This is an optimization exercise on Yosys and OpenROAD, whose aim is small area, a short achievable clock period and few clock cycles per item, not a production implementation.
Only simulation tests tie the RTL to the original design; equivalence was not proved.

<file path="flow/design.v">
module fix_mpy #(
    parameter DW = 16,         
    parameter FRAC_BITS = 11   
) (
    input  [DW-1:0] md,   
    input  [DW-1:0] mr,   
    output [DW-1:0] out   
);
localparam NIN = DW-FRAC_BITS;   
wire [DW-1:0]d;     
wire [DW-2:0]r;     
assign r=mr[DW-1]? ((~mr[DW-2:0])+1) : mr[DW-2:0];
assign d=mr[DW-1]? ((~md)+1) : md;
wire s;   
assign s=d[DW-1];
/*verilator lint_off UNOPTFLAT*/
wire [DW+NIN:0]tsum[1:DW-2];  
generate
  genvar i;
  if (NIN>1)  
    assign tsum[1]= 3 +     
      (r[DW-2] ? {    d[DW-1:0],{{(NIN){1'b0}}}}: 'h0) +
      (r[DW-3] ? { s, d[DW-1:0],{{(NIN-1){1'b0}}}}: 'h0) ;
  else       
    assign tsum[1]= 3 +     
      (r[DW-2] ? { s, d[DW-1:0],1'b0}: 'h0) +
      (r[DW-3] ? { s, s, d[DW-1:0]}: 'h0) ;
  for (i=2; i<=NIN; i=i+1)     
    assign tsum[i] = tsum[i-1] + ( r[DW-2-i] ?  {{(i){s}}, d[DW-1:0],{(NIN-i){1'b0}}} : 'h0 );
  for (i=NIN+1; i<DW-1; i=i+1)  
     assign tsum[i] = tsum[i-1] + ( r[DW-2-i] ?  {{(i+(NIN<2)){s}}, d[DW-1:i-NIN] } : 'h0 );
endgenerate
assign out=tsum[DW-2][DW+1:2];  
/*verilator lint_on UNOPTFLAT*/
endmodule
module mandel_engine (
    input             clk,
    input             reset,      
    input             start,      
    input  [31:0]     x,          
    input  [31:0]     y,          
    input  [20:0]     delta,      
    output            busy,       
    output reg        wr_en,      
    output reg [8:0]  wr_addr,    
    output reg [15:0] wr_data     
);
parameter DW = 32;     
reg [DW-1:0] a;    
reg [DW-1:0] b;    
wire [DW-1:0] a2;
wire [DW-1:0] b2;
wire [DW-1:0] ab;
wire [DW:0] abs2;
fix_mpy #(.DW(DW), .FRAC_BITS(DW-5)) fmul0 (.md(a), .mr(a), .out(a2));
fix_mpy #(.DW(DW), .FRAC_BITS(DW-5)) fmul1 (.md(b), .mr(a), .out(ab));
fix_mpy #(.DW(DW), .FRAC_BITS(DW-5)) fmul2 (.md(b), .mr(b), .out(b2));
assign abs2 = a2 + b2;     
wire plus4;                
assign plus4 = abs2[DW] | abs2[DW-1] | abs2[DW-2] | abs2[DW-3];
reg [8:0] icount;          
wire init;                 
assign init = plus4 | (icount[8]);
reg running;               
reg [DW-1:0] c;            
reg [DW-1:0] d;            
reg [DW-1:0] xr;           
reg [DW-12:0] dr;          
reg [11:0] pix3;           
reg [10:0] pixcnt;         
wire [3:0] pix;            
assign pix = (icount[7:0] > 8'd133) ? 4'd15 : (
             (icount[7:0] > 8'd96) ? 4'd14 : (
             (icount[7:0] > 8'd69) ? 4'd13 : (
             (icount[7:0] > 8'd50) ? 4'd12 : (
             (icount[7:0] > 8'd36) ? 4'd11 : (
             (icount[7:0] > 8'd26) ? 4'd10 : (
             (icount[7:0] > 8'd19) ? 4'd9 : (
             (icount[7:0] > 8'd13) ? 4'd8 : (
             (icount[7:0] > 8'd10) ? 4'd7 : (
             (icount[7:0] >= 8'd7) ? 4'd6 : (
             (icount[7:0] >= 8'd5) ? 4'd5 : icount[3:0] ))))))))));
assign busy = running | wr_en;
always @(posedge clk) begin
    wr_en <= 0;
    if (reset) begin
        running <= 0;
    end else if (!running) begin
        if (start & ~wr_en) begin
            running <= 1;
            xr <= x;
            dr <= delta;
            c <= x - {delta, 5'h0};
            d <= y + {delta, 4'h0};
            a <= 0;
            b <= 0;
            icount <= 0;
            pixcnt <= 0;
        end
    end else begin
        a <= init ? 0 : a2 - b2 + c;
        b <= init ? 0 : {ab[DW-2:0], 1'b0} + d;
        icount <= init ? 0 : icount + 1;
        if (init) begin
            pixcnt <= pixcnt + 1;
            pix3 <= {pix3[7:0], pix};
            c <= (pixcnt[5:0] == 63) ? (xr - {dr, 5'h0}) : (c + dr);
            if (pixcnt[5:0] == 63)
                d <= d - dr;
            if (pixcnt[1:0] == 2'b11) begin
                wr_en <= 1;
                wr_data <= {pix3, pix};
                wr_addr <= pixcnt[10:2];
            end
            if (pixcnt == 11'd2047)
                running <= 0;
        end
    end
end
endmodule
</file>
<file path="flow/run.sh">
#!/bin/bash
# synth_recipe.tcl (not shown) runs the flow's synth.tcl, then flattens the netlist and writes it again
# the make line also repeats each setting of config.mk as NAME=value (left out here)
make -C /OpenROAD-flow-scripts/flow DESIGN_CONFIG=/design/flow/config.mk WORK_HOME=/design/flow/orfs CLKGATE_MAP_FILE= SYNTH_SCRIPT=/design/flow/synth_recipe.tcl finish
</file>
<file path="flow/config.mk">
export PLATFORM = sky130hd
export DESIGN_NAME = mandel_engine
export DESIGN_NICKNAME = mandel_engine
export VERILOG_FILES = /design/flow/design.v
export SDC_FILE = /design/flow/constraint.sdc
export NUM_CORES = 4
export LEC_CHECK = 0
export CAP_MARGIN = 20
export CORE_MARGIN = 2
export CORE_UTILIZATION = 40
export SLEW_MARGIN = 20
</file>
<file path="flow/constraint.sdc">
create_clock -name core_clock -period 20.0 [get_ports {clk}]
set_input_delay 4.0000 -clock core_clock [delete_from_list [all_inputs] [get_ports {clk}]]
set_output_delay 4.0000 -clock core_clock [all_outputs]
set_load 0.01 [all_outputs]
</file>
==> run notes <==
==> flip-flops by register name, summed over array words and instances (netlist names), 9 cells and up <==
name     cells
dr          21
pixcnt      11
wr_data     16
wr_addr      9
pix3        12
xr          32
icount       9
b           32
a           32
c           32
d           32
==> per-stage QoR <==
stage          cells  area [um^2]  worst slack (ns)   util
5_1_grt        12000        92000              4.26  0.434
4_1_cts        12000        91900              5.04  0.433
2_1_floorplan   9082        85400              5.34      -
3_5_place_dp   11900        91000              5.12  0.429
6_report       12000        92000              4.89  0.434
3_3_place_gp   11900        90900              4.37  0.429
==> final timing paths <==
| check | cells after the start | endpoint | slack [ns] | from |
|---|---|---|---|---|
| max | 48 | a[4] | 4.89 | b[0] |
| min | 0 | wr_data[13] | 0.43 | pix3[9] |
| max reg2reg | 48 | a[4] | 4.89 | b[0] |
| min reg2reg | 0 | wr_data[13] | 0.43 | pix3[9] |
==> synthesized netlist by cell type (6+ instances only) <==
cell and count:
o21bai_1 32, nor2b_1 49, o211ai_1 20, o21ai_0 186
xor2_1 163, nand2_1 1048, or4_1 20, nand3b_1 8
a31o_2 7, edfxtp_1 238, nand3_1 67, clkbuf_1 229
nand2b_1 59, o2111ai_1 8, or3_1 36, inv_1 2439
xnor2_1 296, nand4_1 21, clkinv_1 8, a31oi_1 36
a221o_1 8, and3_1 30, o31a_1 7, nor4_1 23
a21boi_0 11, buf_2 9, mux2i_1 7, nor2_1 678
a21o_1 111, a211oi_1 13, a41oi_1 6, inv_2 7
o21a_1 53, buf_1 24, a2111oi_0 10, and2_1 39
or2_2 16, a211o_1 9, a311oi_1 6, fa_1 2211
o31ai_1 27, a21oi_1 259, ha_1 369, nor3_1 68
nor3b_1 10
==> cell type report <==
class,instances,share of cell area
Inverter,2454,0.100
Antenna cell,4,0.000109
Tap cell,2821,0.0384
Multi-Input combinational cell,6122,0.746
Sequential cell,240,0.0782
Timing Repair Buffer,282,0.0264
Clock buffer,32,0.00812
Clock inverter,22,0.00224
==> layer usage <==
| layer | routed length [um] | vias up | global-route usage |
|---|---|---|---|
| li1 | - | 26800 | - |
| met1 | 109000 | 32800 | 0.347 |
| met2 | 131000 | 2496 | 0.433 |
| met3 | 21000 | 530 | 0.0382 |
| met4 | 13200 | 2 | 0.0989 |
| met5 | 16 | - | 0 |
==> logic make-up (layout without fill, tap and decap cells) <==
kind of cell	count (synthesis)	in the layout
buf+inv	2720	2790
fa+ha+maj	2580	2580
simple gates	2186	2186
compound gates	854	854
xor+xnor	466	466
flops	240	240
mux	9	9
other cells	2	31
==> worst reg2reg max path: cells and delay by family, from the launching register on <==
family | cells | cell delay [ns]
muxes | 1 | 0.34
and+or+nand+nor | 13 | 4.63
adders and majority gates | 11 | 4.95
buffers and inverters | 9 | 1.98
DFF | 1 | 0.61
xor gates and xnor gates | 1 | 0.14
AOI/OAI and AO/OA | 13 | 2.19
==> flow_metrics.env <==
export IMPL_crit_family="adder cells"
export IMPL_cts_tree="done"
export IMPL_rsz0062_at_grt="no"
export IMPL_max_cap_violations=0
export IMPL_dieHeight_um=466
export IMPL_hp_class="register to register"
export IMPL_yosys_warnings=2
export IMPL_drc_errors=0
export IMPL_cp_end_kind="register"
export IMPL_yosysUniqueCellTypes=85
export IMPL_ant_nets=0
export IMPL_hold_ws_ns=0.432
export IMPL_synth_compound_area_frac=0.0640
export IMPL_io_pins=115
export IMPL_path_max_fanout=58
export IMPL_synth_xor_area_frac=0.0488
export IMPL_gr_total_overflow=0
export IMPL_critPathMaxStageDelay_ns=0.61
export IMPL_fin_crit_sh=0.755
export IMPL_gp_congestion=0.958
export IMPL_synth_fa_ha_area_frac=0.573
export IMPL_clk_pin_slew_ns=0.07
export IMPL_register_area_um2=7190
export IMPL_worst_clock_skew_ns=0.0399
export IMPL_root_buffer="clkbuf_16"
export IMPL_io_buffer_count=114
export IMPL_drive_gt1_frac=0.0376
export IMPL_cp_slowest_cell="edfxtp_1"
export IMPL_clock_sinks=240
export IMPL_synth_seq_cells=240
export IMPL_mostFrequentLayoutCells="2438 x inv_1, 2211 x fa_1, 1045 x nand2_1, 674 x nor2_1, 369 x ha_1"
export IMPL_fp_dieArea_um2=217000
export IMPL_worstPathRequired_ns=20.37
export IMPL_synth_cells=9057
export IMPL_slew_violations=0
export IMPL_initial_core_util=0.402
export IMPL_fp_coreArea_um2=212000
export IMPL_post_cts_buffers=0
export IMPL_grt_max_degree=81
export IMPL_area_growth_pct=7.83
export IMPL_synth_top_cell_by_area="fa_1"
export IMPL_multiInputGateArea_um2=68600
export IMPL_hold_viol_final=0
export IMPL_chipWidth_um=466
export IMPL_worstMarginPinSlew_ns=1.18
export IMPL_synthTopCellsByArea="fa_1 52%, inv_1 11%, edfxtp_1 8.4%"
export IMPL_path_class="register to register"
export IMPL_grt_pass1_vias=68600
export IMPL_synthSimpleGateAreaFrac=0.109
export IMPL_ctsHoldBuffers=0
export IMPL_synthArstFlopShare=0
export IMPL_clock_latency_ns=0.62
export IMPL_synth_top_family_by_area="adder cells"
export IMPL_routed_wl_um=274000
export IMPL_period_minus_slack_ns=15.11
export IMPL_vias=62600
export IMPL_path_buf_inv=9
export IMPL_synth_area_um2=85300
export IMPL_status="complete, no violations"
export IMPL_synth_top_cell_area_share=0.519
export IMPL_viasPerCell=5.23
export IMPL_htreeDepth=1
export IMPL_cts_made_buffers=29
export IMPL_synth_avg_cell_area_um2=9.42
export IMPL_dr_pass1_iters=6
export IMPL_wl_per_cell_um=22.9
export IMPL_synth_edf_count=238
export IMPL_setup_tns_ns=0
export IMPL_n_fill_cell=20500
export IMPL_synth_seq_area_share=0.0843
export IMPL_dp_hpwl_um=227000
export IMPL_fmax_mhz=66.2
export IMPL_arrival_ns=15.47
export IMPL_grt_usage=0.261
export IMPL_synth_mux_area_frac=0.00109
export IMPL_crit_top_cell="fa_1"
export IMPL_slew_headroom=0.210
export IMPL_nNetsFinal=11800
export IMPL_clockBufferDepth=3
export IMPL_row_count=169
export IMPL_post_cts_resized=0
export IMPL_drt_iter0_drc=4714
export IMPL_cp_start_kind="register"
export IMPL_layout_commonest_cell="inv_1"
export IMPL_grt_antenna_before_repair=8
export IMPL_synthFlopType="edfxtp_1"
export IMPL_finalSetupViolations=0
export IMPL_grt_pass1_wl_um=425000
Testbench counts, summed over its fixed seeds: cycles 7,993,201, pixels 98,304.

afterwards: timing with drivers on the ports:
How much do the figures lean on ideal ports? The routed layout below was timed once more, with nothing changed but the port constraints.
Step 1: set_driving_cell puts a clkbuf_16 on clk and a buf_2 on each other input, an assumption about the parent block.
Step 2 adds t to the input delays and takes it off the output delays; t is the mean of the earliest and latest rising clock arrival at the registers after step 1. Input paths then give back, and output paths get back, about the clock's delay inside the block.
Three values: ideal, step 1, step 2; two values: the first two.
shift t [ns]: 0.668
slack for setup (ns): 4.893 / 4.893 / 4.893
worst setup path at the end: register to register
worst register clock-pin slew, ns: 0.07 / 0.07
pins driven straight from the clock port: 1
After both steps setup and hold are still met in this run. For this run, drivers alone change the setup slack by 0.000 ns; drivers and shift together by 0.000 ns.
